Context: an optimization exercise on an open-source flow, tuned for small area, a short achievable clock period and few clock cycles per item. The choices shown serve that exercise and are no tape-out recipe.
The RTL was checked by simulation tests, not by an equivalence proof against the original design.
Power figures rest on the tool's default switching activity, not on a simulated workload.

wip/umber:
Design alu_design, start of the top module:
module alu_design(clock,reset,A,B,start_op,op_sel,result,end_op);
	localparam IN_WIDTH = 16;
	localparam OUT_WIDTH = 32;
	localparam OP_WIDTH = 3;
	input logic clock,reset;
	input logic [IN_WIDTH - 1 : 0] A;
	input logic [IN_WIDTH - 1 : 0] B;
	input logic start_op;
	input [OP_WIDTH - 1 : 0] op_sel;
	output logic [OUT_WIDTH - 1 : 0] result;
	output logic end_op;
	logic [2:0] cnt;           
	wire is_mul = op_sel[2] & ~op_sel[0];
	wire is_sub = ~op_sel[2] & op_sel[1] & ~op_sel[0];
	wire [15:0] src = (cnt == 3'd0) ? B : result[15:0];
	wire [1:0] dig = src[1:0];
	wire [15:0] hi = (cnt == 3'd0) ? 16'd0 : result[31:16];
	wire [15:0] x  = is_mul ? hi : (B ^ {16{is_sub}});
	wire [15:0] y  = A & {16{~is_mul | dig[0]}};
	wire [16:0] z  = ({A, 1'b0} & {17{is_mul & dig[1]}});
	wire [16:0] s  = {1'b0, x ^ y} ^ z;
	wire [16:0] c  = ({1'b0, x & y}) | ({1'b0, x ^ y} & z);
	wire [17:0] sum = 18'(s) + 18'({c, is_sub});
	logic [31:0] res_d;
	always_comb begin
		if (op_sel[2])
			res_d = op_sel[0] ? {16'd0, c[15:0]} : {sum, src[15:2]};
		else if (op_sel[1] & op_sel[0])
			res_d = {16'd0, s[15:0]};
		else if (op_sel[1])
			res_d = {{16{~sum[16]}}, sum[15:0]};
		else if (op_sel[0])
			res_d = {15'd0, sum[16:0]};
		else
			res_d = 32'd0;
	end
	always_ff @(posedge clock)
		result <= res_d;
	always_ff @(posedge clock or posedge reset)
	begin
		if (reset) begin
			end_op <= 1'b0;
			cnt    <= 3'd0;
		end
		else if (start_op) begin
			end_op <= ~is_mul | (cnt == 3'd7);
			cnt    <= (is_mul && cnt != 3'd7) ? cnt + 3'd1 : 3'd0;
		end
		else begin
			end_op <= 1'b0;
			cnt    <= 3'd0;
		end
	end
endmodule
Size in the first run: roughly 440 cells after synthesis, ~36 flip-flops, ~71 I/O pins, roughly 3400 µm² of cells after synthesis.
Settings: LEC_CHECK=0, CAP_MARGIN=20, CORE_MARGIN=2, CORE_UTILIZATION=40, SETUP_SLACK_MARGIN=3.5, SLEW_MARGIN=20; clock period 8.5 ns.
run.sh (not shown) runs the stock make flow with config.mk's settings and CLKGATE_MAP_FILE= SYNTH_SCRIPT=/design/flow/synth_recipe.tcl, a recipe that flattens the netlist after the stock synthesis.
Testbench counts of wip/umber, summed over its fixed seeds: cycles 52,084, items 24,000.
Edits applied to the flow inputs when going from wip/umber to wip/raven:
==> flow/flow/run.sh (new file) <==
#!/bin/bash
# The standard layout, with the port buffers made from the smallest
# buffer cell instead of the flow's default choice.
set -euo pipefail
bash standard.sh BUFFER_PORTS_ARGS="-buffer_cell sky130_fd_sc_hd__buf_1" finish > standard_flow.log 2>&1
==> flow/standard.sh (new file) <==
#!/bin/bash
# synth_recipe.tcl (not shown) runs the flow's synth.tcl, then flattens the netlist and writes it again
# the make line also repeats each setting of config.mk as NAME=value (left out here)
make -C /OpenROAD-flow-scripts/flow DESIGN_CONFIG=/design/flow/config.mk WORK_HOME=/design/flow/orfs CLKGATE_MAP_FILE= SYNTH_SCRIPT=/design/flow/synth_recipe.tcl "${@:-finish}"
--- a/flow/config.mk
+++ b/flow/config.mk
@@ -9,4 +9,4 @@
 export CORE_MARGIN = 2
 export CORE_UTILIZATION = 40
-export SETUP_SLACK_MARGIN = 3.5
+export SETUP_SLACK_MARGIN = 3
 export SLEW_MARGIN = 20
removed: flow/run.sh
[summary]
- Taking wip/raven over wip/umber, the wire length ratio works out to 0.853.
- The higher violation count after the first detailed-route iteration of wip/raven and wip/umber is in wip/umber.
- wip/raven vs wip/umber, final hold slack went up by 0.0099 ns.
- Compared with wip/umber, in wip/raven portion of the clock cycle consumed by the worst path in the final layout rose by 4.1 points; global routing usage on met1 shrank by 4.3 points; global-route wire length before repair saw a decrease; clock power share has increased.
- NOTE routed length per placed instance wip/umber->wip/raven decreased by more than 10%
- Re number of instances resized during post-cts repair: wip/raven and wip/umber aren't equal, and the lower value belongs to wip/raven.
- Met3 usage: wip/raven < wip/umber
- Note that the combinational power recorded for wip/raven amounts to 0.77 times the value seen in wip/umber.
For wip/delta, these inputs were changed with respect to wip/raven:
==> flow/run.sh (new file) <==
#!/bin/bash
# synth_recipe.tcl (not shown) runs the flow's synth.tcl, then flattens the netlist and writes it again
# the make line also repeats each setting of config.mk as NAME=value (left out here)
make -C /OpenROAD-flow-scripts/flow DESIGN_CONFIG=/design/flow/config.mk WORK_HOME=/design/flow/orfs CLKGATE_MAP_FILE= SYNTH_SCRIPT=/design/flow/synth_recipe.tcl finish
--- a/flow/config.mk
+++ b/flow/config.mk
@@ -6,7 +6,8 @@
 export NUM_CORES = 4
 export LEC_CHECK = 0
+export ABC_CLOCK_PERIOD_IN_PS = 3500
 export CAP_MARGIN = 20
 export CORE_MARGIN = 2
 export CORE_UTILIZATION = 40
-export SETUP_SLACK_MARGIN = 3
+export SETUP_SLACK_MARGIN = 5
 export SLEW_MARGIN = 20
removed: flow/flow/run.sh
removed: flow/standard.sh
[summary]
- wip/delta did not stop at any stage, and its layout met the timing, design-rule and antenna checks.
- Sequential share of layout area: wip/delta vs wip/raven down 5.4 points
- Per the comparison of wip/delta with wip/raven, maximum net fanout on the critical path saw a decrease; share of the clock period used by the worst path saw a decrease; pre-CTS worst setup slack saw an increase.
- Of the two candidates, wip/raven has the worse clock period minus worst slack and wip/delta the better one.
- Re clock-buffer cell count: wip/delta is 1 down on wip/raven.
Input changes introduced in wip/tundra (baseline for comparison: wip/delta):
--- a/flow/config.mk
+++ b/flow/config.mk
@@ -6,8 +6,8 @@
 export NUM_CORES = 4
 export LEC_CHECK = 0
-export ABC_CLOCK_PERIOD_IN_PS = 3500
+export ABC_CLOCK_PERIOD_IN_PS = 5000
 export CAP_MARGIN = 20
 export CORE_MARGIN = 2
 export CORE_UTILIZATION = 40
-export SETUP_SLACK_MARGIN = 5
+export SETUP_SLACK_MARGIN = 3
 export SLEW_MARGIN = 20
[summary]
No stage failed in wip/tundra, and the final checks on the layout all came back clean.
wip/tundra vs. wip/delta: sequential power flat; count of multi-input gates flat; routed wire length down 17%; final standard cell area without fillers down 990 µm².
Edits applied to the flow inputs when going from wip/tundra to wip/quartz:
--- a/flow/config.mk
+++ b/flow/config.mk
@@ -6,5 +6,5 @@
 export NUM_CORES = 4
 export LEC_CHECK = 0
-export ABC_CLOCK_PERIOD_IN_PS = 5000
+export ABC_AREA = 1
 export CAP_MARGIN = 20
 export CORE_MARGIN = 2
- Re number of buffers inserted by hold repair at cts: no difference whatsoever between wip/quartz and wip/tundra.
- On number of instances resized during post-cts repair, the higher figure sits with wip/tundra, not wip/quartz.
- Diff wip/tundra -> wip/quartz | final instance count without filler cells | up by more than a quarter
- Per the comparison of wip/quartz with wip/tundra, total wire length increased 2300 µm, multi-input combinational cell area decreased 74 µm², sequential power share decreased 2.3 points.
- Going from wip/tundra to wip/quartz, the instance count on the critical path was found to have gone up by 5.
- Relative to wip/tundra, share of the clock period used by the worst path decreased by 0.48 points in wip/quartz.
- Looking at buffering stage count on the worst path with inverters included across wip/tundra and wip/quartz, the one that comes out lower is wip/tundra.
--- input diff wip/quartz..wip/ember ---
==> flow/flow/run.sh (new file) <==
#!/bin/bash
# The standard layout, with the port buffers made from the smallest
# buffer cell instead of the flow's default choice.
set -euo pipefail
bash standard.sh BUFFER_PORTS_ARGS="-buffer_cell sky130_fd_sc_hd__buf_1" finish > standard_flow.log 2>&1
==> flow/standard.sh (new file) <==
#!/bin/bash
# synth_recipe.tcl (not shown) runs the flow's synth.tcl, then flattens the netlist and writes it again
# the make line also repeats each setting of config.mk as NAME=value (left out here)
make -C /OpenROAD-flow-scripts/flow DESIGN_CONFIG=/design/flow/config.mk WORK_HOME=/design/flow/orfs CLKGATE_MAP_FILE= SYNTH_SCRIPT=/design/flow/synth_recipe.tcl "${@:-finish}"
--- a/flow/config.mk
+++ b/flow/config.mk
@@ -6,8 +6,7 @@
 export NUM_CORES = 4
 export LEC_CHECK = 0
-export ABC_AREA = 1
 export CAP_MARGIN = 20
 export CORE_MARGIN = 2
-export CORE_UTILIZATION = 40
+export CORE_UTILIZATION = 60
 export SETUP_SLACK_MARGIN = 3
 export SLEW_MARGIN = 20
removed: flow/run.sh
Results
Per the comparison of wip/ember with wip/quartz, number of detailed-routing iterations run before antenna repair lost 1; hold slack +0.14 ns; share of the core filled with cells in the final layout +17 points; total congestion overflow after global routing was more or less identical.
Minimum clock period: wip/ember worse than wip/quartz
Run comparison: wip/quartz leading cell type in the layout, fill and taps excluded sky130_fd_sc_hd__nand2_1; wip/ember leading cell type in the layout, fill and taps excluded sky130_fd_sc_hd__buf_1
For wip/quartz, the start point of the critical path was op_sel[1], unlike wip/ember, where it was op_sel[0].
Against wip/quartz, wip/ember reports a ratio of final minimum period to clock period that is higher.
wip/ember vs wip/quartz — total power dropped about 15%.
Final worst slack | wip/ember below wip/quartz
Re required arrival time at the worst endpoint: wip/ember is 0.03 ns down on wip/quartz.

* * *

The RTL this note starts from:
==> flow/design.v <==
module alu_design(clock,reset,A,B,start_op,op_sel,result,end_op);
	localparam IN_WIDTH = 16;
	localparam OUT_WIDTH = 32;
	localparam OP_WIDTH = 3;
	input logic clock,reset;
	input logic [IN_WIDTH - 1 : 0] A;
	input logic [IN_WIDTH - 1 : 0] B;
	input logic start_op;
	input [OP_WIDTH - 1 : 0] op_sel;
	output logic [OUT_WIDTH - 1 : 0] result;
	output logic end_op;
	logic [2:0] cnt;           
	wire is_mul = op_sel[2] & ~op_sel[0];
	wire is_sub = ~op_sel[2] & op_sel[1] & ~op_sel[0];
	wire [15:0] src = (cnt == 3'd0) ? B : result[15:0];
	wire [1:0] dig = src[1:0];
	wire [15:0] hi = (cnt == 3'd0) ? 16'd0 : result[31:16];
	wire [15:0] x  = is_mul ? hi : (B ^ {16{is_sub}});
	wire [15:0] y  = A & {16{~is_mul | dig[0]}};
	wire [16:0] z  = ({A, 1'b0} & {17{is_mul & dig[1]}});
	wire [16:0] s  = {1'b0, x ^ y} ^ z;
	wire [16:0] c  = ({1'b0, x & y}) | ({1'b0, x ^ y} & z);
	wire [17:0] sum = 18'(s) + 18'({c, is_sub});
	logic [31:0] res_d;
	always_comb begin
		if (op_sel[2])
			res_d = op_sel[0] ? {16'd0, c[15:0]} : {sum, src[15:2]};
		else if (op_sel[1] & op_sel[0])
			res_d = {16'd0, s[15:0]};
		else if (op_sel[1])
			res_d = {{16{~sum[16]}}, sum[15:0]};
		else if (op_sel[0])
			res_d = {15'd0, sum[16:0]};
		else
			res_d = 32'd0;
	end
	always_ff @(posedge clock)
		result <= res_d;
	always_ff @(posedge clock or posedge reset)
	begin
		if (reset) begin
			end_op <= 1'b0;
			cnt    <= 3'd0;
		end
		else if (start_op) begin
			end_op <= ~is_mul | (cnt == 3'd7);
			cnt    <= (is_mul && cnt != 3'd7) ? cnt + 3'd1 : 3'd0;
		end
		else begin
			end_op <= 1'b0;
			cnt    <= 3'd0;
		end
	end
endmodule
export LEC_CHECK = 0
export ABC_CLOCK_PERIOD_IN_PS = 3500
export CAP_MARGIN = 20
export CORE_MARGIN = 2
export CORE_UTILIZATION = 40
export SETUP_SLACK_MARGIN = 3
export SLEW_MARGIN = 20
create_clock -name core_clock -period 8.5 [get_ports {clock}]
Stock flow here: none of the scripts above is used.
Testbench counts at the start, summed over its fixed seeds: cycles 52,084, items 24,000.
Edit:
- ABC_CLOCK_PERIOD_IN_PS: 3500 -> 5000
- SETUP_SLACK_MARGIN: 3 -> 2
Critical path depth came out lower by 2; maximum frequency came out lower by roughly a tenth; global-route usage hardly moves; sequential share of layout area came out higher by 0.46 points; clock power barely changes.
Edit:
==> flow/flow/run.sh (new file) <==
#!/bin/bash
# The standard layout, with the port buffers made from the smallest
# buffer cell instead of the flow's default choice.
set -euo pipefail
bash standard.sh BUFFER_PORTS_ARGS="-buffer_cell sky130_fd_sc_hd__buf_1" finish > standard_flow.log 2>&1
==> flow/standard.sh (new file) <==
#!/bin/bash
# synth_recipe.tcl (not shown) runs the flow's synth.tcl, then flattens the netlist and writes it again
# the make line also repeats each setting of config.mk as NAME=value (left out here)
make -C /OpenROAD-flow-scripts/flow DESIGN_CONFIG=/design/flow/config.mk WORK_HOME=/design/flow/orfs CLKGATE_MAP_FILE= SYNTH_SCRIPT=/design/flow/synth_recipe.tcl "${@:-finish}"
- ABC_CLOCK_PERIOD_IN_PS: 5000 -> unset
- CORE_UTILIZATION: 40 -> 75
- SETUP_SLACK_MARGIN: 2 -> 3
removed: flow/run.sh
- die area drops by 45%
- sequential cell count is unchanged
- setup slack improves by 0.66 ns
- final area drops by about 11%
Edit:
==> flow/flow/run.sh (replaced) <==
#!/bin/bash
# The standard layout, with the port buffers made from the smallest
# buffer cell, and adders left to ABC instead of the full/half-adder cells.
set -euo pipefail
bash standard.sh BUFFER_PORTS_ARGS="-buffer_cell sky130_fd_sc_hd__buf_1" ADDER_MAP_FILE= finish > standard_flow.log 2>&1
- CORE_UTILIZATION: 75 -> 40
The changed run completed with no timing, DRC or antenna violations.
Clock power rose by about 10%.
Global-route usage came out lower by 12 points.
Power rises by about 6.6%.
Core utilization went down by 41 points.
Design area went up by 16%.
Non-clock buffer count went up by 5.
Sequential share of layout area came out lower by 2.7 points.

-- what the ideal ports hide --
No port has a modelled driver above. Below, the same layouts with a new extraction and two added sets of constraints. Step 1: set_driving_cell puts a clkbuf_16 on clock and a buf_2 on each other input, an assumption about the parent block. Step 2 also shifts input and output timing later by t, the mid clock arrival at the registers, as if the neighbouring blocks saw the same clock. Slacks: ideal ports / drivers / drivers and shift; pairs: ideal ports / drivers.
run | t, ns | setup slack, ns | worst slew at a driven data input, ns | cell pins on the clock port's net
wip/umber | 0.324 | 3.567 / 3.572 / 3.248 | 0.05 | 1
wip/raven | 0.317 | 3.222 / 3.223 / 2.906 | 0.04 | 1
wip/delta | 0.322 | 3.782 / 3.686 / 3.364 | 0.12 | 1
wip/tundra | 0.320 | 3.181 / 3.188 / 2.868 | 0.04 | 1
wip/quartz | 0.322 | 3.222 / 3.230 / 2.909 | 0.04 | 1
wip/ember | 0.311 | 3.194 / 3.194 / 2.882 | 0.04 | 1
the first run of note 2 | 0.320 | 3.181 / 3.188 / 2.868 | 0.04 | 1
the second run of note 2 | 0.319 | 2.435 / 2.434 / 2.116 | 0.04 | 1
the third run of note 2 | 0.321 | 3.093 / 3.097 / 2.776 | 0.04 | 1
the fourth run of note 2 | 0.321 | 3.223 / 3.212 / 2.891 | 0.04 | 1
After both steps every run listed still meets setup and hold. The setup slack of wip/delta, which loses most, moves by -0.096 ns with the drivers and by -0.418 ns with both steps.
